This is an optimization exercise on Yosys and OpenROAD, whose aim is small area and a short achievable clock period, not a production implementation. Function was checked by simulation only, so behaviour that the tests miss may differ from the original. Power and IR drop assume default switching activity.

==> design/flow/design.v <==
module bwin #(
  parameter SH = 0,
  parameter SL = 0
) (
  input [15:0] x,
  input [5:0] ch,       
  input [6:0] chm1,     
  input [4:0] cl,       
  input [4:0] ll,       
  input wrap,           
  output y
);
  function ge;
    input [7:0] x;
    input [7:0] a;
    input strict;
    integer i;
    reg c;
    begin
      c = ~strict;
      for (i = 0; i < 8; i = i + 1)
        c = (x[i] & ~a[i]) | ((x[i] | ~a[i]) & c);
      ge = c;
    end
  endfunction
  wire [4:0] xl = x[4:0];
  wire [5:0] xh = x[10:5];
  wire z = ~|x[15:11];
  wire le_top = ge({3'b0, cl}, {3'b0, xl}, SH != 0);
  wire ge_bot = ge({3'b0, xl}, {3'b0, ll}, SL != 0);
  wire in_top = ~|(xh ^ ch);
  wire in_bot = ~|({1'b0, xh} ^ chm1);
  assign y = z & ((in_top & le_top & (wrap | ge_bot)) | (wrap & in_bot & ge_bot));
endmodule
module pwin (
  input [15:0] l,
  input [15:0] r,
  input sel_l,
  input sel_r,
  input [2:0] th,
  input [3:0] bh,       
  input [7:0] tl,
  input [7:0] bl,
  input split,
  output y
);
  function ge;
    input [7:0] x;
    input [7:0] a;
    input strict;
    integer i;
    reg c;
    begin
      c = ~strict;
      for (i = 0; i < 8; i = i + 1)
        c = (x[i] & ~a[i]) | ((x[i] | ~a[i]) & c);
      ge = c;
    end
  endfunction
  wire [10:0] p = ({11{sel_l}} & l[10:0]) | ({11{sel_r}} & r[10:0]);
  wire pz = (sel_l & ~|l[15:11]) | (sel_r & ~|r[15:11]);
  wire [7:0] pl = p[7:0];
  wire [2:0] ph = p[10:8];
  wire le_top = ge(tl, pl, 1'b0);
  wire ge_bot = ge(pl, bl, 1'b0);
  wire in_top = ~|(ph ^ th);
  wire in_bot = ~|({1'b0, ph} ^ bh);
  assign y = pz & ((in_top & le_top & (split | ge_bot)) | (split & in_bot & ge_bot));
endmodule
module pong_drawer (
  input clk,
  input rst,
  input [15:0] cursor_left_py,
  input [15:0] cursor_right_py,
  input [15:0] ball_py,
  input [15:0] ball_px,
  output [3:0] vgaRed,
  output [3:0] vgaBlue,
  output [3:0] vgaGreen,
  output Hsync,
  output Vsync
);
  localparam HO = 14;
  localparam VO = 15;
  localparam [10:0] HE = 11'd1711 + HO;
  localparam [9:0] VE = 10'd993 + VO;
  reg [10:0] hp;
  reg [9:0] vp;
  reg hs, vs;
  reg sel_l, sel_r;    
  wire hEnd = &(hp | ~HE);
  wire vEnd = &(vp | ~VE);
  always @(posedge clk) begin
    if (rst || hEnd) hp <= HO;
    else hp <= hp + 11'd1;
  end
  always @(posedge clk) begin
    if (rst || (hEnd && vEnd)) vp <= VO;
    else vp <= vp + {9'd0, hEnd};
  end
  always @(posedge clk) begin
    sel_l <= !rst && hp >= 11'd20 + HO && hp <= 11'd38 + HO;
    sel_r <= !rst && hp >= 11'd1240 + HO && hp <= 11'd1258 + HO;
  end
  always @(posedge clk) begin
    hs <= !(hp >= 11'd1359 + HO && hp <= 11'd1494 + HO);
    vs <= !(vp >= 10'd960 + VO && vp <= 10'd962 + VO);
  end
  assign Hsync = hs;
  assign Vsync = vs;
  wire active = hp < 11'd1280 + HO && vp < 10'd960 + VO;
  wire [10:0] pt = {1'b0, vp} + 11'd64;
  wire [11:0] pb = {2'b0, vp} - 12'd94;
  wire in_p;
  pwin wp (.l(cursor_left_py), .r(cursor_right_py), .sel_l(sel_l), .sel_r(sel_r),
           .th(pt[10:8]), .bh(pb[11:8]), .tl(pt[7:0]), .bl(pb[7:0]),
           .split(pt[10:8] != pb[10:8]), .y(in_p));
  wire [4:0] bx_ll = {hp[4:2] + 3'd1, hp[1:0]};
  wire bx_wrap = ~&hp[4:2];
  wire [6:0] bx_chm1 = {1'b0, hp[10:5]} - 7'd1;
  wire in_bx;
  bwin #(.SH(0), .SL(0)) wbx (.x(ball_px), .ch(hp[10:5]), .chm1(bx_chm1), .cl(hp[4:0]),
                              .ll(bx_ll), .wrap(bx_wrap), .y(in_bx));
  wire [4:0] by_ll = {vp[4:1] + 4'd1, vp[0]};
  wire by_wrap = ~&vp[4:1];
  wire [6:0] by_chm1 = {2'b0, vp[9:5]} - 7'd1;
  wire in_by;
  bwin #(.SH(1), .SL(1)) wby (.x(ball_py), .ch({1'b0, vp[9:5]}), .chm1(by_chm1), .cl(vp[4:0]),
                              .ll(by_ll), .wrap(by_wrap), .y(in_by));
  wire on = active & (in_p | (in_bx & in_by));
  assign vgaRed   = {on, on, on, active};
  assign vgaBlue  = {on, on, on, active};
  assign vgaGreen = {on, on, on, active};
endmodule
==> design/flow/flow/run.sh <==
#!/bin/bash
# Own layout flow: the standard synthesis script with ABC's final mapping
# script swapped for flow/abc.script (registers and names are unchanged), then
# the standard ORFS steps with plain buf_1 port buffers (the default picks a
# slow delay cell), free resizing and a setup margin for the timing repair.
set -euo pipefail
export MY_ABC_SCRIPT=$PWD/flow/abc.script
SYN="SYNTH_SCRIPT=$PWD/flow/my_synth.tcl"
EXTRA=()
[[ -f flow/extra.txt ]] && mapfile -t EXTRA < <(grep -v '^#' flow/extra.txt | grep .)
bash standard.sh "$SYN" synth > synth.log 2>&1
bash standard.sh "$SYN" "BUFFER_PORTS_ARGS=-buffer_cell sky130_fd_sc_hd__buf_1" "${EXTRA[@]}" finish > layout.log 2>&1
==> design/flow/flow/abc.script <==
&get -n
&st
&syn2
&if -g -K 6
&synch2
&nf
&st
&dch
&nf
&put
==> design/flow/flow/extra.txt <==
MATCH_CELL_FOOTPRINT=0
SETUP_SLACK_MARGIN=2.0
==> design/flow/flow/my_synth.tcl <==
# The standard synthesis script, with ABC's final mapping script swapped for
# $MY_ABC_SCRIPT (when set). Registers, flattening and renaming are unchanged.
proc synth {args} { yosys synth -nofsm -noshare {*}$args }
proc abc {args} {
  set i [lsearch -exact $args -script]
  if {$i >= 0 && [info exists ::env(MY_ABC_SCRIPT)] && $::env(MY_ABC_SCRIPT) ne ""} {
    lset args [expr {$i + 1}] $::env(MY_ABC_SCRIPT)
  }
  yosys abc {*}$args
}
source $::env(SCRIPTS_DIR)/synth.tcl
# left out here: clear keep_hierarchy, flatten, clean up, hide names made inside functions, write 1_2_yosys.v
==> design/flow/standard.sh <==
#!/bin/bash
# synth_recipe.tcl (not shown) runs the flow's synth.tcl, then flattens the netlist and writes it again
# the make line also repeats each setting of config.mk as NAME=value (left out here)
make -C /OpenROAD-flow-scripts/flow DESIGN_CONFIG=/design/flow/config.mk WORK_HOME=/design/flow/orfs CLKGATE_MAP_FILE= SYNTH_SCRIPT=/design/flow/synth_recipe.tcl "${@:-finish}"
==> design/flow/config.mk <==
export PLATFORM = sky130hd
export DESIGN_NAME = pong_drawer
export DESIGN_NICKNAME = pong_drawer
export VERILOG_FILES = /design/flow/design.v
export SDC_FILE = /design/flow/constraint.sdc
export NUM_CORES = 4
export LEC_CHECK = 0
export CAP_MARGIN = 20
export CORE_MARGIN = 2
export CORE_UTILIZATION = 40
export SLEW_MARGIN = 20
==> design/flow/constraint.sdc <==
create_clock -name core_clock -period 6.0 [get_ports {clk}]
set_input_delay 1.2000 -clock core_clock [delete_from_list [all_inputs] [get_ports {clk}]]
set_output_delay 1.2000 -clock core_clock [all_outputs]
set_load 0.01 [all_outputs]
==> results of run 1 <==
-- kinds of logic (layout without fill, tap and decap cells) --
kind of cell,Yosys count,count (layout),share of synthesized area (%)
xor+xnor,36,36,12.4
compound gates,96,97,25.2
flops,25,25,19.7
mux,1,1,0.395
simple gates,116,116,22.3
buf+inv,30,102,6.22
fa+ha+maj,29,29,13.7
-- worst min-delay path by stage --
stage / endpoint / slack [ns] / cells after the start
final: hp[0]$_SDFF_PP0_ / 0.56 / 1
after global routing: hp[0]$_SDFF_PP0_ / 0.58 / 1
after CTS: hp[0]$_SDFF_PP0_ / 0.56 / 1
after detailed placement: hp[0]$_SDFF_PP0_ / 0.53 / 1
after global placement: hp[0]$_SDFF_PP0_ / 0.53 / 1
after floorplan: hp[0]$_SDFF_PP0_ / 0.48 / 1
-- what timing repair did --
action / in CTS / in global routing
cloned: 1 / 0
pin swaps: 1 / 1
gates resized for setup: 19 / 7
setup endpoints to repair: 9 / 9
-- through the flow --
| stage | util (%) | worst slack (ns) |
|---|---|---|
| 2_1_floorplan | - | 1.63 |
| 3_3_place_gp | 46.0 | 1.41 |
| 3_5_place_dp | 46.0 | 1.36 |
| 4_1_cts | 47.7 | 1.51 |
| 5_1_grt | 48.0 | 1.38 |
| 6_report | 48.0 | 1.51 |
-- layout make-up --
type                            instances  area, sq um  share of cell area, %
Multi-Input combinational cell        279         1960                   65.6
Sequential cell                        25          502                   16.7
Timing Repair Buffer                   80          314                   10.5
Tap cell                               77         96.3                   3.22
Inverter                               18         71.3                   2.38
Clock buffer                            3         41.3                   1.38
Clock inverter                          1         7.51                  0.251
-- placed cells by master, fill, tap and decap left out, types with 4 or more instances in the layout --
cell / n
a211oi_1: 7
a21oi_1: 18
a22o_1: 5
a22oi_1: 12
and3_1: 4
buf_1: 71
buf_2: 8
clkinv_1: 17
dfxtp_1: 24
ha_1: 23
maj3_2: 4
nand2_1: 27
nand2b_1: 4
nand3_1: 11
nand4_1: 7
nor2_1: 30
nor3_1: 9
nor4_1: 8
o21ai_0: 22
o22ai_1: 5
xnor2_1: 26
xor2_1: 10
-- per-layer routing --
layer / GRT usage, % / up-vias / wire length [um]
met5: 0 / - / 0
met4: 4.11 / 0 / 65
met3: 1.98 / 6 / 287
met2: 38.2 / 60 / 3580
met1: 24.6 / 1231 / 3180
li1: - / 1370 / -
-- sequential cells by signal (all words and copies together), names as in the netlist --
name   cells
hs         1
vs         1
sel_l      1
sel_r      1
vp        10
hp        11
-- worst max-delay path, cell delays in order --
cell and delay (ns):
buf_1 0.08, nand2b_4 0.13, maj3_2 0.29, maj3_2 0.30
maj3_2 0.33, a2111oi_4 0.37, a31oi_4 0.09, o32ai_4 0.31
buf_2 0.19
-- power groups by stage --
stage / combinational [mW] / clock, mW / sequential, mW
2_1_floorplan: 0.0546 / 0 / 0.183
3_3_place_gp: 0.0846 / 0 / 0.187
3_5_place_dp: 0.0865 / 0 / 0.187
4_1_cts: 0.0889 / 0.110 / 0.183
5_1_grt: 0.101 / 0.118 / 0.185
6_report: 0.0894 / 0.106 / 0.184
==> flow_summary.json, run 1 <==
{
  "placed_area_sq_mm": 0.00287,
  "cts.sinks": 25,
  "num_vias": 2667,
  "post_layout_nonfiller_instances": 483,
  "clock_latency_ns": 0.28,
  "grt_pass1_wl_mm": 11.8,
  "antenna_left": 0,
  "via_per_inst": 5.52,
  "arrival_ns": 3.29,
  "numCtsBuffers": 3,
  "finalSetupViolCount": 0,
  "htree_num_levels": 1,
  "yosysUniqueCellTypes": 46,
  "grt.overflow.total": 0,
  "dp_hpwl_mm": 5.52,
  "diodes": 0,
  "die_w_um": 83.6,
  "critPathMaxFanout": 5,
  "io_pins": 80,
  "port_buffers": 79,
  "start_util_pct": 40.6,
  "final_area_sq_mm": 0.00300,
  "status": "no timing/DRC/antenna violations",
  "end_kind": "output port",
  "area_growth_pct": 18.2,
  "synth_cells": 333,
  "ff2ff_setup_slack_ns": 3.45,
  "die_area_sq_mm": 0.00699,
  "dp_cells": 478,
  "min-delay-start": "hp[0]$_SDFF_PP0_",
  "drt-pass1-iter-count": 4,
  "r2r_start": "hp[9]$_SDFF_PP0_",
  "setup_tns_ns": 0,
  "endpoint": "vgaGreen[2]",
  "grt_max_degree": 16,
  "fillerInstances": 659,
  "power.share.clock_pct": 27.9,
  "grt_usage_pct": 20.2,
  "postCtsHoldBufs": 0,
  "tritoncts": "yes",
  "reg2regPathDepth": 9,
  "drive_above_1_share_pct": 6.40,
  "core-area_sq_mm": 0.00624,
  "synth-seq-cells": 25,
  "synth.most_common_cell": "nor2_1",
  "fin_crit_sh_pct": 74.8,
  "gp_congestion": 0.845,
  "fin_hold_ws_ns": 0.557,
  "synth_warnings": 4,
  "wl_per_cell_um": 14.7,
  "cap_violations": 0,
  "power.share.sequential_pct": 48.5,
  "power_leakage_nw": 1.05,
  "synth_nets": 422,
  "critPathLaunch": "ball_py[0]",
  "drc": 0,
  "post_cts_buffers": 0,
  "die_h_um": 83.6,
  "cts_root_buf": "clkbuf_8",
  "finalHoldViolations": 0,
  "max-slew-margin-rel_pct": 60.5,
  "clock.fmax_mhz": 223,
  "finClkSkew_ns": 0.0123,
  "yosysTopAreaCellShare_pct": 19.7,
  "critPathKind": "input pin to output port",
  "irDropWorstVdd_mv": 0.113,
  "clk_pin_slew_ns": 0.10,
  "tightest_slew_ns": 0.591,
  "crit_required_ns": 4.80,
  "ys_top_cells_by_area": "dfxtp_1 20%, ha_1 11%, xnor2_1 9.0%, o21ai_0 4.5%, nor2_1 4.4%",
  "totalWireLength_mm": 7.12,
  "r2r_end": "vp[8]$_SDFF_PP0_",
  "rsz0062_at_grt": "true",
  "num_rows": 29,
  "nNetsFinal": 496,
  "p_sw_share_pct": 31.8,
  "synth_common_cells": "30 x nor2_1, 28 x nand2_1, 26 x xnor2_1",
  "async_flop_share_pct": 0,
  "syn_avg_cell_area_sq_um": 7.62,
  "syn_area_sq_mm": 0.00254,
  "grt_pass1_vias": 2541,
  "power_frac_comb_pct": 23.6,
  "switchingPower_mw": 0.121,
  "p_per_area_mw_per_mm2": 126,
  "synth-edff-count": 0,
  "hold_path.class": "flop to flop",
  "cts_max_path_buffers": 2,
  "critPathLaunchType": "input pin",
  "ys_seq_area_share_pct": 19.7,
  "intPower_mw": 0.259,
  "min_period_ns": 4.49,
  "drtIter0Drc": 103,
  "synthFlopType": "dfxtp_1",
  "power_mw": 0.379,
  "yosysTopAreaCell": "dfxtp_1",
  "slew_viol_final": 0,
  "antenna_found_initial": 0
}
==> run 2: changes to the inputs <==
==> design/flow/flow/run.sh (replaced) <==
#!/bin/bash
# Own layout flow: the standard synthesis script with ABC's final mapping
# script swapped for flow/abc.script (registers and names are unchanged), then
# the standard ORFS steps with plain buf_1 port buffers (the default picks a
# slow delay cell), free resizing and a setup margin for the timing repair.
# flow/extra.txt holds further make settings, one per line, for all steps
# (among them a longer don't-use list that leaves out slow complex cells).
set -euo pipefail
export MY_ABC_SCRIPT=$PWD/flow/abc.script
SYN="SYNTH_SCRIPT=$PWD/flow/my_synth.tcl"
EXTRA=()
[[ -f flow/extra.txt ]] && mapfile -t EXTRA < <(grep -v '^#' flow/extra.txt | grep .)
bash standard.sh "$SYN" "${EXTRA[@]}" synth > synth.log 2>&1
bash standard.sh "$SYN" "BUFFER_PORTS_ARGS=-buffer_cell sky130_fd_sc_hd__buf_1" "${EXTRA[@]}" finish > layout.log 2>&1
==> design/flow/flow/extra.txt (replaced) <==
MATCH_CELL_FOOTPRINT=0
SETUP_SLACK_MARGIN=2.0
DONT_USE_CELLS=sky130_fd_sc_hd__lpflow_bleeder_1 sky130_fd_sc_hd__lpflow_clkbufkapwr_1 sky130_fd_sc_hd__lpflow_clkbufkapwr_16 sky130_fd_sc_hd__lpflow_clkbufkapwr_2 sky130_fd_sc_hd__lpflow_clkbufkapwr_4 sky130_fd_sc_hd__lpflow_clkbufkapwr_8 sky130_fd_sc_hd__lpflow_clkinvkapwr_1 sky130_fd_sc_hd__lpflow_clkinvkapwr_16 sky130_fd_sc_hd__lpflow_clkinvkapwr_2 sky130_fd_sc_hd__lpflow_clkinvkapwr_4 sky130_fd_sc_hd__lpflow_clkinvkapwr_8 sky130_fd_sc_hd__lpflow_decapkapwr_12 sky130_fd_sc_hd__lpflow_decapkapwr_3 sky130_fd_sc_hd__lpflow_decapkapwr_4 sky130_fd_sc_hd__lpflow_decapkapwr_6 sky130_fd_sc_hd__lpflow_decapkapwr_8 sky130_fd_sc_hd__lpflow_inputiso0n_1 sky130_fd_sc_hd__lpflow_inputiso0p_1 sky130_fd_sc_hd__lpflow_inputiso1n_1 sky130_fd_sc_hd__lpflow_inputiso1p_1 sky130_fd_sc_hd__lpflow_inputisolatch_1 sky130_fd_sc_hd__lpflow_isobufsrc_1 sky130_fd_sc_hd__lpflow_isobufsrc_16 sky130_fd_sc_hd__lpflow_isobufsrc_2 sky130_fd_sc_hd__lpflow_isobufsrc_4 sky130_fd_sc_hd__lpflow_isobufsrc_8 sky130_fd_sc_hd__lpflow_isobufsrckapwr_16 sky130_fd_sc_hd__lpflow_lsbuf_lh_hl_isowell_tap_1 sky130_fd_sc_hd__lpflow_lsbuf_lh_hl_isowell_tap_2 sky130_fd_sc_hd__lpflow_lsbuf_lh_hl_isowell_tap_4 sky130_fd_sc_hd__lpflow_lsbuf_lh_isowell_4 sky130_fd_sc_hd__lpflow_lsbuf_lh_isowell_tap_1 sky130_fd_sc_hd__lpflow_lsbuf_lh_isowell_tap_2 sky130_fd_sc_hd__lpflow_lsbuf_lh_isowell_tap_4 sky130_fd_sc_hd__probe_p_8 sky130_fd_sc_hd__probec_p_8  sky130_fd_sc_hd__a2111o_1 sky130_fd_sc_hd__a2111o_2 sky130_fd_sc_hd__a2111o_4 sky130_fd_sc_hd__a2111oi_0 sky130_fd_sc_hd__a2111oi_1 sky130_fd_sc_hd__a2111oi_2 sky130_fd_sc_hd__a2111oi_4 sky130_fd_sc_hd__a21boi_0 sky130_fd_sc_hd__and2_0 sky130_fd_sc_hd__and3_1 sky130_fd_sc_hd__and3_2 sky130_fd_sc_hd__and3_4 sky130_fd_sc_hd__and3b_1 sky130_fd_sc_hd__and3b_2 sky130_fd_sc_hd__and3b_4 sky130_fd_sc_hd__and4_1 sky130_fd_sc_hd__and4_2 sky130_fd_sc_hd__and4_4 sky130_fd_sc_hd__and4b_1 sky130_fd_sc_hd__and4b_2 sky130_fd_sc_hd__and4b_4 sky130_fd_sc_hd__and4bb_1 sky130_fd_sc_hd__and4bb_2 sky130_fd_sc_hd__and4bb_4 sky130_fd_sc_hd__einvn_0 sky130_fd_sc_hd__maj3_1 sky130_fd_sc_hd__maj3_2 sky130_fd_sc_hd__maj3_4 sky130_fd_sc_hd__o2111a_1 sky130_fd_sc_hd__o2111a_2 sky130_fd_sc_hd__o2111a_4 sky130_fd_sc_hd__o2111ai_1 sky130_fd_sc_hd__o2111ai_2 sky130_fd_sc_hd__o2111ai_4 sky130_fd_sc_hd__o21ai_0 sky130_fd_sc_hd__o311ai_0 sky130_fd_sc_hd__or2_0 sky130_fd_sc_hd__or3_1 sky130_fd_sc_hd__or3_2 sky130_fd_sc_hd__or3_4 sky130_fd_sc_hd__or3b_1 sky130_fd_sc_hd__or3b_2 sky130_fd_sc_hd__or3b_4 sky130_fd_sc_hd__or4_1 sky130_fd_sc_hd__or4_2 sky130_fd_sc_hd__or4_4 sky130_fd_sc_hd__or4b_1 sky130_fd_sc_hd__or4b_2 sky130_fd_sc_hd__or4b_4 sky130_fd_sc_hd__or4bb_1 sky130_fd_sc_hd__or4bb_2 sky130_fd_sc_hd__or4bb_4 
==> flow_summary.json, run 2 <==
{
  "finClkSkew_ns": 0.00444,
  "drive_above_1_share_pct": 4.29,
  "grt_usage_pct": 19.5,
  "die_w_um": 84.3,
  "largest_reg_flops": 11,
  "p_per_area_mw_per_mm2": 127,
  "start_util_pct": 41.1,
  "irDropWorstVdd_mv": 0.0915,
  "clk_pin_slew_ns": 0.09,
  "synth_cells": 348,
  "dp_hpwl_mm": 5.59,
  "antenna_found_initial": 0,
  "io_pins": 80,
  "arrival_ns": 2.87,
  "antenna_left": 0,
  "cap_violations": 0,
  "grt_max_degree": 15,
  "layout_commonest_cell": "buf_1",
  "clock.fmax_mhz": 246,
  "status": "no timing/DRC/antenna violations",
  "diodes": 0,
  "die_area_sq_mm": 0.00710,
  "dpl_worst_slack_ns": 1.76,
  "regMostFlops": "hp",
  "area_growth_pct": 15.3,
  "numCtsBuffers": 3,
  "mostFrequentLayoutCells": "79 x buf_1, 34 x nor2_1, 33 x xnor2_1, 31 x nand2_1, 25 x clkinv_1",
  "synth-seq-cells": 25,
  "end_kind": "output port",
  "clock_latency_ns": 0.27,
  "nNetsFinal": 510,
  "ys_top_cells_by_area": "dfxtp_1 19%, xnor2_1 11%, ha_1 11%, nor2_1 4.9%, nand2_1 4.5%",
  "critPathKind": "input pin to output port",
  "die_h_um": 84.3,
  "tritoncts": "yes",
  "fillerInstances": 657,
  "synth_warnings": 4,
  "via_per_inst": 5.53,
  "syn_area_sq_mm": 0.00258,
  "num_rows": 29,
  "wl_per_cell_um": 14.2,
  "ys_seq_area_share_pct": 19.4,
  "synth_common_cells": "34 x nor2_1, 33 x xnor2_1, 31 x nand2_1",
  "hold_path.class": "flop to flop",
  "synthFlopType": "dfxtp_1",
  "cts.sinks": 25,
  "min_period_ns": 4.07,
  "num_vias": 2746,
  "cts_root_buf": "clkbuf_8",
  "core-area_sq_mm": 0.00628,
  "drc": 0,
  "async_flop_share_pct": 0,
  "synth-edff-count": 0,
  "gp_congestion": 0.834,
  "cts_max_path_buffers": 2,
  "max-slew-margin-rel_pct": 59.2,
  "synth_nets": 437,
  "synth.most_common_cell": "nor2_1",
  "fin_crit_sh_pct": 67.8,
  "finalHoldViolations": 0,
  "power_leakage_nw": 0.988,
  "critPathLaunchType": "input pin",
  "yosysTopAreaCellShare_pct": 19.4,
  "grt_pass1_vias": 2497,
  "syn_avg_cell_area_sq_um": 7.41,
  "yosysUniqueCellTypes": 40,
  "tightest_slew_ns": 0.612,
  "slew_viol_final": 0,
  "top_regs": "hp: 11 flops, vp: 10 flops",
  "crit_required_ns": 4.80,
  "htree_num_levels": 1,
  "fin_ws_ns": 1.93,
  "drt-pass1-iter-count": 4,
  "port_buffers": 79,
  "rsz0062_at_grt": "true",
  "grt_pass1_wl_mm": 11.6,
  "setup_tns_ns": 0,
  "yosysTopAreaCell": "dfxtp_1",
  "critPathMaxFanout": 9,
  "drtIter0Drc": 143,
  "totalWireLength_mm": 7.05,
  "grt.overflow.total": 0,
  "finalSetupViolCount": 0
}
## run 2: timing repair
item | CTS | global route
hold endpoints to repair | 0 | 0
setup endpoints to repair | 9 | 9
cloned | 0 | 0
hold buffers | 0 | 0
gates resized for setup | 7 | 6
pin swaps | 2 | 1
setup buffers | 0 | 1
## run 2: critical path: stages
cell and delay [ns]:
buf_1 0.07, a22o_1 0.27, nor2_1 0.12, o31ai_1 0.07
o31ai_1 0.32, o21ai_1 0.14, a21oi_2 0.15, o31ai_1 0.09
a32o_2 0.29, buf_1 0.14
## run 2: through the flow
| stage | total power, mW | cells | area [sq um] | util, % | hold WS (ns) |
|---|---|---|---|---|---|
| 2_1_floorplan | 0.240 | 348 | 2580 | - | 0.482 |
| 3_3_place_gp | 0.275 | 492 | 2880 | 45.9 | 0.526 |
| 3_5_place_dp | 0.275 | 492 | 2880 | 45.9 | 0.540 |
| 4_1_cts | 0.376 | 496 | 2950 | 47.0 | 0.562 |
| 5_1_grt | 0.398 | 497 | 2970 | 47.4 | 0.591 |
| 6_report | 0.379 | 497 | 2970 | 47.4 | 0.557 |
## run 2: layer usage
metal	vias up	track usage (%)	wire [um]	share of wire, %
met1	1267	24.2	3100	44
met3	5	1.47	290	4.1
li1	1410	-	-	-
met2	64	36.6	3610	51
met5	-	0	0	0
met4	0	4.25	51	0.72
## run 2: area by class of cell
| class | count | area (sq um) | share of cell area [%] |
|---|---|---|---|
| multi-input cells | 286 | 1930 | 64.7 |
| inverters | 25 | 93.8 | 3.16 |
| clock buffers | 3 | 41.3 | 1.39 |
| well taps | 77 | 96.3 | 3.24 |
| clock inverters | 1 | 5.00 | 0.168 |
| flip-flops and latches | 25 | 508 | 17.1 |
| repair buffers | 80 | 304 | 10.2 |
## run 2: worst paths after layout
kind / from / to / slack, ns / depth (start not counted)
worst max-delay path: cursor_left_py[3] / vgaBlue[3] / 1.93 / 10
worst min-delay path: hp[0]$_SDFF_PP0_ / hp[0]$_SDFF_PP0_ / 0.56 / 1
worst max register to register: hp[4]$_SDFF_PP0_ / vp[8]$_SDFF_PP0_ / 3.26 / 8
worst min register to register: hp[0]$_SDFF_PP0_ / hp[0]$_SDFF_PP0_ / 0.56 / 1
## run 2: logic make-up after synthesis
family,Yosys count,share of synthesized area (%)
XOR/XNOR,40,13.6
AO/OA/AOI/OAI,102,26.3
flip-flops,25,19.4
adder cells (fa/ha/maj),23,11.2
buffers and inverters,37,7.13
AND/OR/NAND/NOR,121,22.4
## run 2: power breakdown
| group | switching (mW) | internal (mW) | leakage (nW) |
|---|---|---|---|
| clock | 0.0559 | 0.0466 | 0.0255 |
| sequential | 0.0157 | 0.171 | 0.203 |
| combinational | 0.0483 | 0.0414 | 0.760 |
==> run 3: changes to the inputs <==
==> design/flow/flow/abc.script (replaced) <==
strash
dch
map
topo
==> design/flow/flow/extra.txt (replaced) <==
MATCH_CELL_FOOTPRINT=0
SETUP_SLACK_MARGIN=2.0
ADDER_MAP_FILE=
DONT_USE_CELLS=sky130_fd_sc_hd__lpflow_bleeder_1 sky130_fd_sc_hd__lpflow_clkbufkapwr_1 sky130_fd_sc_hd__lpflow_clkbufkapwr_16 sky130_fd_sc_hd__lpflow_clkbufkapwr_2 sky130_fd_sc_hd__lpflow_clkbufkapwr_4 sky130_fd_sc_hd__lpflow_clkbufkapwr_8 sky130_fd_sc_hd__lpflow_clkinvkapwr_1 sky130_fd_sc_hd__lpflow_clkinvkapwr_16 sky130_fd_sc_hd__lpflow_clkinvkapwr_2 sky130_fd_sc_hd__lpflow_clkinvkapwr_4 sky130_fd_sc_hd__lpflow_clkinvkapwr_8 sky130_fd_sc_hd__lpflow_decapkapwr_12 sky130_fd_sc_hd__lpflow_decapkapwr_3 sky130_fd_sc_hd__lpflow_decapkapwr_4 sky130_fd_sc_hd__lpflow_decapkapwr_6 sky130_fd_sc_hd__lpflow_decapkapwr_8 sky130_fd_sc_hd__lpflow_inputiso0n_1 sky130_fd_sc_hd__lpflow_inputiso0p_1 sky130_fd_sc_hd__lpflow_inputiso1n_1 sky130_fd_sc_hd__lpflow_inputiso1p_1 sky130_fd_sc_hd__lpflow_inputisolatch_1 sky130_fd_sc_hd__lpflow_isobufsrc_1 sky130_fd_sc_hd__lpflow_isobufsrc_16 sky130_fd_sc_hd__lpflow_isobufsrc_2 sky130_fd_sc_hd__lpflow_isobufsrc_4 sky130_fd_sc_hd__lpflow_isobufsrc_8 sky130_fd_sc_hd__lpflow_isobufsrckapwr_16 sky130_fd_sc_hd__lpflow_lsbuf_lh_hl_isowell_tap_1 sky130_fd_sc_hd__lpflow_lsbuf_lh_hl_isowell_tap_2 sky130_fd_sc_hd__lpflow_lsbuf_lh_hl_isowell_tap_4 sky130_fd_sc_hd__lpflow_lsbuf_lh_isowell_4 sky130_fd_sc_hd__lpflow_lsbuf_lh_isowell_tap_1 sky130_fd_sc_hd__lpflow_lsbuf_lh_isowell_tap_2 sky130_fd_sc_hd__lpflow_lsbuf_lh_isowell_tap_4 sky130_fd_sc_hd__probe_p_8 sky130_fd_sc_hd__probec_p_8  sky130_fd_sc_hd__a2111o_1 sky130_fd_sc_hd__a2111o_2 sky130_fd_sc_hd__a2111o_4 sky130_fd_sc_hd__a2111oi_0 sky130_fd_sc_hd__a2111oi_1 sky130_fd_sc_hd__a2111oi_2 sky130_fd_sc_hd__a2111oi_4 sky130_fd_sc_hd__a21boi_0 sky130_fd_sc_hd__and2_0 sky130_fd_sc_hd__and3_1 sky130_fd_sc_hd__and3_2 sky130_fd_sc_hd__and3_4 sky130_fd_sc_hd__and3b_1 sky130_fd_sc_hd__and3b_2 sky130_fd_sc_hd__and3b_4 sky130_fd_sc_hd__and4_1 sky130_fd_sc_hd__and4_2 sky130_fd_sc_hd__and4_4 sky130_fd_sc_hd__and4b_1 sky130_fd_sc_hd__and4b_2 sky130_fd_sc_hd__and4b_4 sky130_fd_sc_hd__and4bb_1 sky130_fd_sc_hd__and4bb_2 sky130_fd_sc_hd__and4bb_4 sky130_fd_sc_hd__einvn_0 sky130_fd_sc_hd__maj3_1 sky130_fd_sc_hd__maj3_2 sky130_fd_sc_hd__maj3_4 sky130_fd_sc_hd__o2111a_1 sky130_fd_sc_hd__o2111a_2 sky130_fd_sc_hd__o2111a_4 sky130_fd_sc_hd__o2111ai_1 sky130_fd_sc_hd__o2111ai_2 sky130_fd_sc_hd__o2111ai_4 sky130_fd_sc_hd__o21ai_0 sky130_fd_sc_hd__o311ai_0 sky130_fd_sc_hd__or2_0 sky130_fd_sc_hd__or3_1 sky130_fd_sc_hd__or3_2 sky130_fd_sc_hd__or3_4 sky130_fd_sc_hd__or3b_1 sky130_fd_sc_hd__or3b_2 sky130_fd_sc_hd__or3b_4 sky130_fd_sc_hd__or4_1 sky130_fd_sc_hd__or4_2 sky130_fd_sc_hd__or4_4 sky130_fd_sc_hd__or4b_1 sky130_fd_sc_hd__or4b_2 sky130_fd_sc_hd__or4b_4 sky130_fd_sc_hd__or4bb_1 sky130_fd_sc_hd__or4bb_2 sky130_fd_sc_hd__or4bb_4 
==> flow_summary.json, run 3 <==
{
  "synthFlopType": "dfxtp_1",
  "arrival_ns": 2.79,
  "power.share.clock_pct": 29.5,
  "cap_violations": 0,
  "max-slew-margin-rel_pct": 60.1,
  "synth_compound_area_share_pct": 24.8,
  "io_pins": 80,
  "cts_max_path_buffers": 2,
  "rsz0062_at_grt": "true",
  "die_h_um": 79.3,
  "crit_required_ns": 4.80,
  "final_core_util_pct": 48.6,
  "wl_per_cell_um": 12.4,
  "clock.fmax_mhz": 250,
  "grt_usage_pct": 20.0,
  "power.share.sequential_pct": 50.6,
  "critPathLaunchType": "input pin",
  "finClkSkew_ns": 0.00673,
  "synth_common_cells": "71 x nand2_1, 52 x nor2_1, 41 x clkinv_1",
  "synth_warnings": 4,
  "syn_avg_cell_area_sq_um": 6.12,
  "synth_nets": 436,
  "gr-usage-met1_pct": 24.2,
  "clock_latency_ns": 0.27,
  "ys_top_cells_by_area": "dfxtp_1 22%, nand2_1 12%, nor2_1 8.6%, clkinv_1 6.8%, nor3_1 5.3%",
  "min_period_ns": 3.99,
  "finalSetupViolCount": 0,
  "cts_root_buf": "clkbuf_8",
  "grt_use_met2_pct": 38.5,
  "grt.overflow.total": 0,
  "antenna_left": 0,
  "drive_above_1_share_pct": 6.56,
  "status": "no timing/DRC/antenna violations",
  "largest_reg_flops": 11,
  "intPower_mw": 0.245,
  "syn_area_sq_mm": 0.00227,
  "synth_top_family_by_area": "simple AND/OR/NAND/NOR gates",
  "fin_crit_sh_pct": 66.6,
  "drtIter0Drc": 73,
  "synth-simple-area-share_pct": 37.3,
  "finalHoldViolations": 0,
  "top_regs": "hp: 11 flops, vp: 10 flops",
  "synth.most_common_cell": "nand2_1",
  "htree_num_levels": 1,
  "area_growth_pct": 17.3,
  "switchingPower_mw": 0.0998,
  "yosysTopAreaCellShare_pct": 22.1,
  "clk_pin_slew_ns": 0.08,
  "slew_viol_final": 0,
  "postCtsHoldBufs": 0,
  "layout_commonest_cell": "nand2_1",
  "p_per_area_mw_per_mm2": 130,
  "cts.sinks": 25,
  "port_buffers": 79,
  "start_util_pct": 41.4,
  "fillerInstances": 582,
  "diodes": 0,
  "drt-pass1-iter-count": 4,
  "totalWireLength_mm": 6.37,
  "regMostFlops": "hp",
  "tightest_slew_ns": 0.597,
  "setup_tns_ns": 0,
  "grt_max_degree": 14,
  "mostFrequentLayoutCells": "71 x nand2_1, 70 x buf_1, 52 x nor2_1, 41 x clkinv_1, 25 x dfxtp_1",
  "critPathMaxFanout": 9,
  "synth_cells": 370,
  "num_rows": 27,
  "power_mw": 0.345,
  "nNetsFinal": 509,
  "gr-max-usage-layer": "met2",
  "num_vias": 2747,
  "ys_seq_area_share_pct": 22.1,
  "gr-usage-met3_pct": 1.70,
  "async_flop_share_pct": 0,
  "irDropWorstVdd_mv": 0.118,
  "yosysTopAreaCell": "dfxtp_1",
  "gp_congestion": 0.846,
  "hold_path.class": "flop to flop",
  "antenna_found_initial": 0,
  "die_w_um": 79.3,
  "drc": 0,
  "tritoncts": "yes",
  "end_kind": "output port",
  "via_per_inst": 5.34,
  "critPathKind": "input pin to output port",
  "core-area_sq_mm": 0.00547,
  "yosysUniqueCellTypes": 33,
  "muxShareOfSynthArea_pct": 0,
  "synth-edff-count": 0,
  "power_leakage_nw": 0.987,
  "grt_pass1_vias": 2411,
  "synth-seq-cells": 25,
  "power_frac_comb_pct": 19.9,
  "p_sw_share_pct": 28.9,
  "synthXorXnorAreaFrac_pct": 5.02,
  "numCtsBuffers": 3,
  "die_area_sq_mm": 0.00628,
  "dp_hpwl_mm": 5.17,
  "synth_fa_ha_area_share_pct": 0,
  "grt_pass1_wl_mm": 10.3
}
[run 3: repair_timing]
item	CTS	global route
setup endpoints to repair	9	9
gates resized for setup	15	0
setup buffers	1	0
pin swaps	1	0
[run 3: worst max-delay path: stages]
cell and delay [ns]:
buf_1 0.07, a22o_2 0.28, or2_2 0.30, a31oi_4 0.19, o21bai_1 0.09, a21oi_1 0.13
o21ai_1 0.11, a21oi_2 0.16, buf_6 0.13, clkbuf_2 0.13
[run 3: kinds of logic after synthesis]
logic type	count (synthesis)
buffers and inverters	53
xor gates and xnor gates	13
AOI/OAI and AO/OA	87
DFF	25
and+or+nand+nor	192
[run 3: stage by stage]
step / instances / worst slack, ns / cell area, sq um / hold slack (ns)
2_1_floorplan: 370 / 2.07 / 2270 / 0.440
3_3_place_gp: 509 / 1.83 / 2560 / 0.469
3_5_place_dp: 509 / 1.78 / 2560 / 0.477
4_1_cts: 514 / 2.00 / 2660 / 0.497
5_1_grt: 514 / 1.87 / 2660 / 0.524
6_report: 514 / 2.01 / 2660 / 0.496
[run 3: cell type report]
type / count / area, sq um / area share, %
inverter: 41 / 154 / 5.79
sequential: 25 / 500 / 18.8
clock buffer: 4 / 45.0 / 1.69
timing repair buffer: 80 / 319 / 12.0
multi-input combinational: 292 / 1550 / 58.3
tap: 72 / 90.1 / 3.39
[run 3: path summary, 6_finish.rpt]
check / end / slack [ns] / depth (start not counted) / from
max reg2reg: vp[8]$_SDFF_PP0_ / 3.76 / 10 / hp[2]$_SDFF_PP1_
min: hp[0]$_SDFF_PP0_ / 0.50 / 1 / hp[0]$_SDFF_PP0_
max: vgaGreen[2] / 2.01 / 10 / cursor_left_py[3]
min reg2reg: hp[0]$_SDFF_PP0_ / 0.50 / 1 / hp[0]$_SDFF_PP0_
[run 3: power by group through the flow]
stage / combinational, mW / sequential [mW] / clock (mW)
after global placement: 0.0668 / 0.178 / 0
after floorplan: 0.0404 / 0.177 / 0
after CTS: 0.0687 / 0.174 / 0.105
final: 0.0688 / 0.174 / 0.102
after global routing: 0.0766 / 0.175 / 0.110
after detailed placement: 0.0677 / 0.178 / 0
[run 3: per-layer routing]
metal	routed length, um	vias up	part of all wire [%]
li1	-	1441	-
met1	2810	1217	44
met2	3100	83	49
met4	102	0	1.6
met5	0	-	0
met3	356	6	5.6
==> run 4: changes to the inputs <==
==> design/flow/flow/run.sh (replaced) <==
#!/bin/bash
# Own layout flow. It differs from the standard layout only in settings:
#  - synthesis is the standard synthesis script (flow/my_synth.tcl is
#    synth_recipe.tcl with ABC's mapping script swapped for flow/abc.script, a
#    delay-oriented "map"); registers, flattening and names are unchanged;
#  - flow/extra.txt (one make setting per line, used for every step) turns off
#    Yosys's half/full-adder cell mapping (ADDER_MAP_FILE empty, so ABC maps
#    that logic too), adds slow complex cells (or3/or4/and3/and4/maj3/...)
#    to the platform's don't-use list, lets resizing change footprints and
#    sets a setup margin for the timing repair;
#  - port buffers are plain buf_1 cells (the default picks a slow delay cell).
# Each make run's full output goes to its own log here (synth.log, layout.log);
# ORFS keeps each tool's log under orfs/logs/.
set -euo pipefail
export MY_ABC_SCRIPT=$PWD/flow/abc.script
SYN="SYNTH_SCRIPT=$PWD/flow/my_synth.tcl"
EXTRA=()
[[ -f flow/extra.txt ]] && mapfile -t EXTRA < <(grep -v '^#' flow/extra.txt | grep .)
bash standard.sh "$SYN" "${EXTRA[@]}" synth > synth.log 2>&1
bash standard.sh "$SYN" "BUFFER_PORTS_ARGS=-buffer_cell sky130_fd_sc_hd__buf_1" "${EXTRA[@]}" finish > layout.log 2>&1
==> flow_summary.json, run 4 <==
{
  "regMostFlops": "hp",
  "status": "no timing/DRC/antenna violations",
  "switchingPower_mw": 0.0998,
  "num_rows": 27,
  "p_sw_share_pct": 28.9,
  "grt_usage_pct": 20.0,
  "yosysTopAreaCell": "dfxtp_1",
  "fin_crit_sh_pct": 66.6,
  "min_period_ns": 3.99,
  "tightest_slew_ns": 0.597,
  "hold_path.class": "flop to flop",
  "start_util_pct": 41.4,
  "power.share.clock_pct": 29.5,
  "synth_fa_ha_area_share_pct": 0,
  "max_stage_delay_ns": 0.30,
  "intPower_mw": 0.245,
  "fin_ws_ns": 2.01,
  "drt-pass1-iter-count": 4,
  "clock_latency_ns": 0.27,
  "die_w_um": 79.3,
  "htree_num_levels": 1,
  "num_vias": 2747,
  "muxShareOfSynthArea_pct": 0,
  "fillerInstances": 582,
  "clk_pin_slew_ns": 0.08,
  "finClkSkew_ns": 0.00673,
  "worstPathCellList": "buf_1 -> a22o_2 -> or2_2 -> a31oi_4 -> o21bai_1 -> a21oi_1 -> o21ai_1 -> a21oi_2 -> buf_6 -> clkbuf_2",
  "clock.fmax_mhz": 250,
  "slew_viol_final": 0,
  "ys_top_cells_by_area": "dfxtp_1 22%, nand2_1 12%, nor2_1 8.6%, clkinv_1 6.8%, nor3_1 5.3%",
  "synth_nets": 436,
  "largest_reg_flops": 11,
  "grt_pass1_wl_mm": 10.3,
  "finalSetupViolCount": 0,
  "postCtsHoldBufs": 0,
  "synth-seq-cells": 25,
  "mostFrequentLayoutCells": "71 x nand2_1, 70 x buf_1, 52 x nor2_1, 41 x clkinv_1, 25 x dfxtp_1",
  "finalHoldViolations": 0,
  "critPathLaunchType": "input pin",
  "numCtsBuffers": 3,
  "syn_avg_cell_area_sq_um": 6.12,
  "synth_compound_area_share_pct": 24.8,
  "p_per_area_mw_per_mm2": 130,
  "crit_required_ns": 4.80,
  "fin_hold_ws_ns": 0.496,
  "tritoncts": "yes",
  "power.share.sequential_pct": 50.6,
  "async_flop_share_pct": 0,
  "synth.most_common_cell": "nand2_1",
  "cts.sinks": 25,
  "end_kind": "output port",
  "nNetsFinal": 509,
  "arrival_ns": 2.79,
  "critPathLaunch": "cursor_left_py[3]",
  "die_h_um": 79.3,
  "drive_above_1_share_pct": 6.56,
  "power_leakage_nw": 0.987,
  "diodes": 0,
  "synth_warnings": 4,
  "rsz0062_at_grt": "true",
  "yosysTopAreaCellShare_pct": 22.1,
  "critPathMaxFanout": 9,
  "port_buffers": 79,
  "core-area_sq_mm": 0.00547,
  "totalWireLength_mm": 6.37,
  "max-slew-margin-rel_pct": 60.1,
  "die_area_sq_mm": 0.00628,
  "via_per_inst": 5.34,
  "irDropWorstVdd_mv": 0.118,
  "dp_cells": 509,
  "grt_pass1_vias": 2411,
  "setup_tns_ns": 0,
  "synth_top_family_by_area": "simple AND/OR/NAND/NOR gates",
  "io_pins": 80,
  "grt_max_degree": 14,
  "critPathKind": "input pin to output port",
  "worst_path_max_delay_cell": "or2_2",
  "yosysUniqueCellTypes": 33,
  "grt.overflow.total": 0,
  "area_growth_pct": 17.3,
  "cap_violations": 0,
  "antenna_left": 0,
  "layout_commonest_cell": "nand2_1",
  "synth-simple-area-share_pct": 37.3,
  "synthXorXnorAreaFrac_pct": 5.02,
  "dp_hpwl_mm": 5.17,
  "gp_congestion": 0.846,
  "ys_seq_area_share_pct": 22.1,
  "synth_cells": 370,
  "synth_common_cells": "71 x nand2_1, 52 x nor2_1, 41 x clkinv_1",
  "synth-edff-count": 0,
  "syn_area_sq_mm": 0.00227,
  "r2r_start": "hp[2]$_SDFF_PP1_",
  "cts_root_buf": "clkbuf_8",
  "drtIter0Drc": 73,
  "cts_max_path_buffers": 2,
  "wl_per_cell_um": 12.4,
  "dpl_worst_slack_ns": 1.78,
  "min-delay-start": "hp[0]$_SDFF_PP0_",
  "power_frac_comb_pct": 19.9,
  "drc": 0,
  "post_layout_nonfiller_instances": 514,
  "antenna_found_initial": 0,
  "synthFlopType": "dfxtp_1",
  "top_regs": "hp: 11 flops, vp: 10 flops"
}
run 4: cell counts after synthesis:
Identical to the previous run, type by type.
run 4: cell families (layout without fill, tap and decap cells):
logic type | Yosys count | in the layout
AOI/OAI and AO/OA | 87 | 87
DFF | 25 | 25
and+or+nand+nor | 192 | 192
xor gates and xnor gates | 13 | 13
buffers and inverters | 53 | 125
run 4: path summary, 6_finish.rpt:
path                                    endpoint  slack (ns)  cells after the start
worst max-delay path                 vgaGreen[2]        2.01                     10
worst min register to register  hp[0]$_SDFF_PP0_        0.50                      1
worst max register to register  vp[8]$_SDFF_PP0_        3.76                     10
worst min-delay path            hp[0]$_SDFF_PP0_        0.50                      1
run 4: what timing repair did:
item	in CTS	in global routing
pin swaps	1	0
setup buffers	1	0
setup endpoints to repair	9	9
cloned	0	0
gates resized for setup	15	0
run 4: through the flow:
step	total power [mW]	util [%]	instance area [sq um]
5_1_grt	0.362	48.6	2660
3_5_place_dp	0.246	46.8	2560
2_1_floorplan	0.217	-	2270
4_1_cts	0.348	48.6	2660
3_3_place_gp	0.245	46.8	2560
6_report	0.345	48.6	2660
run 4: final cells by class:
class	count	area, sq um	area share, %
sequential	25	500	18.8
timing repair buffer	80	319	12.0
clock buffer	4	45.0	1.69
multi-input combinational	292	1550	58.3
inverter	41	154	5.79
tap	72	90.1	3.39
run 4: critical path: cells and delay by family:
kind | cells | cell delay (ns)
buffers and inverters | 3 | 0.33
and+or+nand+nor | 1 | 0.30
AOI/OAI and AO/OA | 6 | 0.96
run 4: power by group through the flow:
stage | sequential [mW] | combinational (mW) | clock (mW)
detailed placement | 0.178 | 0.0677 | 0
global placement | 0.178 | 0.0668 | 0
finish | 0.174 | 0.0688 | 0.102
floorplan | 0.177 | 0.0404 | 0
global route | 0.175 | 0.0766 | 0.110
CTS | 0.174 | 0.0687 | 0.105
run 4: layer usage:
| layer | routed length [um] | track usage (%) | part of all wire, % | up-vias |
|---|---|---|---|---|
| met5 | 0 | 0 | 0 | - |
| met3 | 356 | 1.70 | 5.6 | 6 |
| met2 | 3100 | 38.5 | 49 | 83 |
| met4 | 102 | 3.28 | 1.6 | 0 |
| li1 | - | - | - | 1441 |
| met1 | 2810 | 24.2 | 44 | 1217 |

-- re-timing with driven ports --
How much do the figures lean on ideal ports? The routed layouts below were timed once more, with nothing changed but the port constraints. Step 1: set_driving_cell puts a clkbuf_16 on clk and a buf_2 on each other input, an assumption about the parent block. Step 2 moves the port delays by t, midway between the first and last clock arrival at a register: inputs arrive t later, outputs are due t later. That takes back most of the time a late clock gives input paths. a / b / c = no drivers / after step 1 / after step 2; a / b = the first two.
run	t (ns)	setup WS [ns]	worst register clock-pin slew, ns
run 1	0.298	1.510 / 1.491 / 1.491	0.10 / 0.10
run 2	0.301	1.933 / 1.914 / 1.914	0.09 / 0.09
run 3	0.291	2.005 / 1.985 / 1.985	0.09 / 0.09
run 4	0.291	2.005 / 1.985 / 1.985	0.09 / 0.09
After both steps every run listed still meets setup and hold.
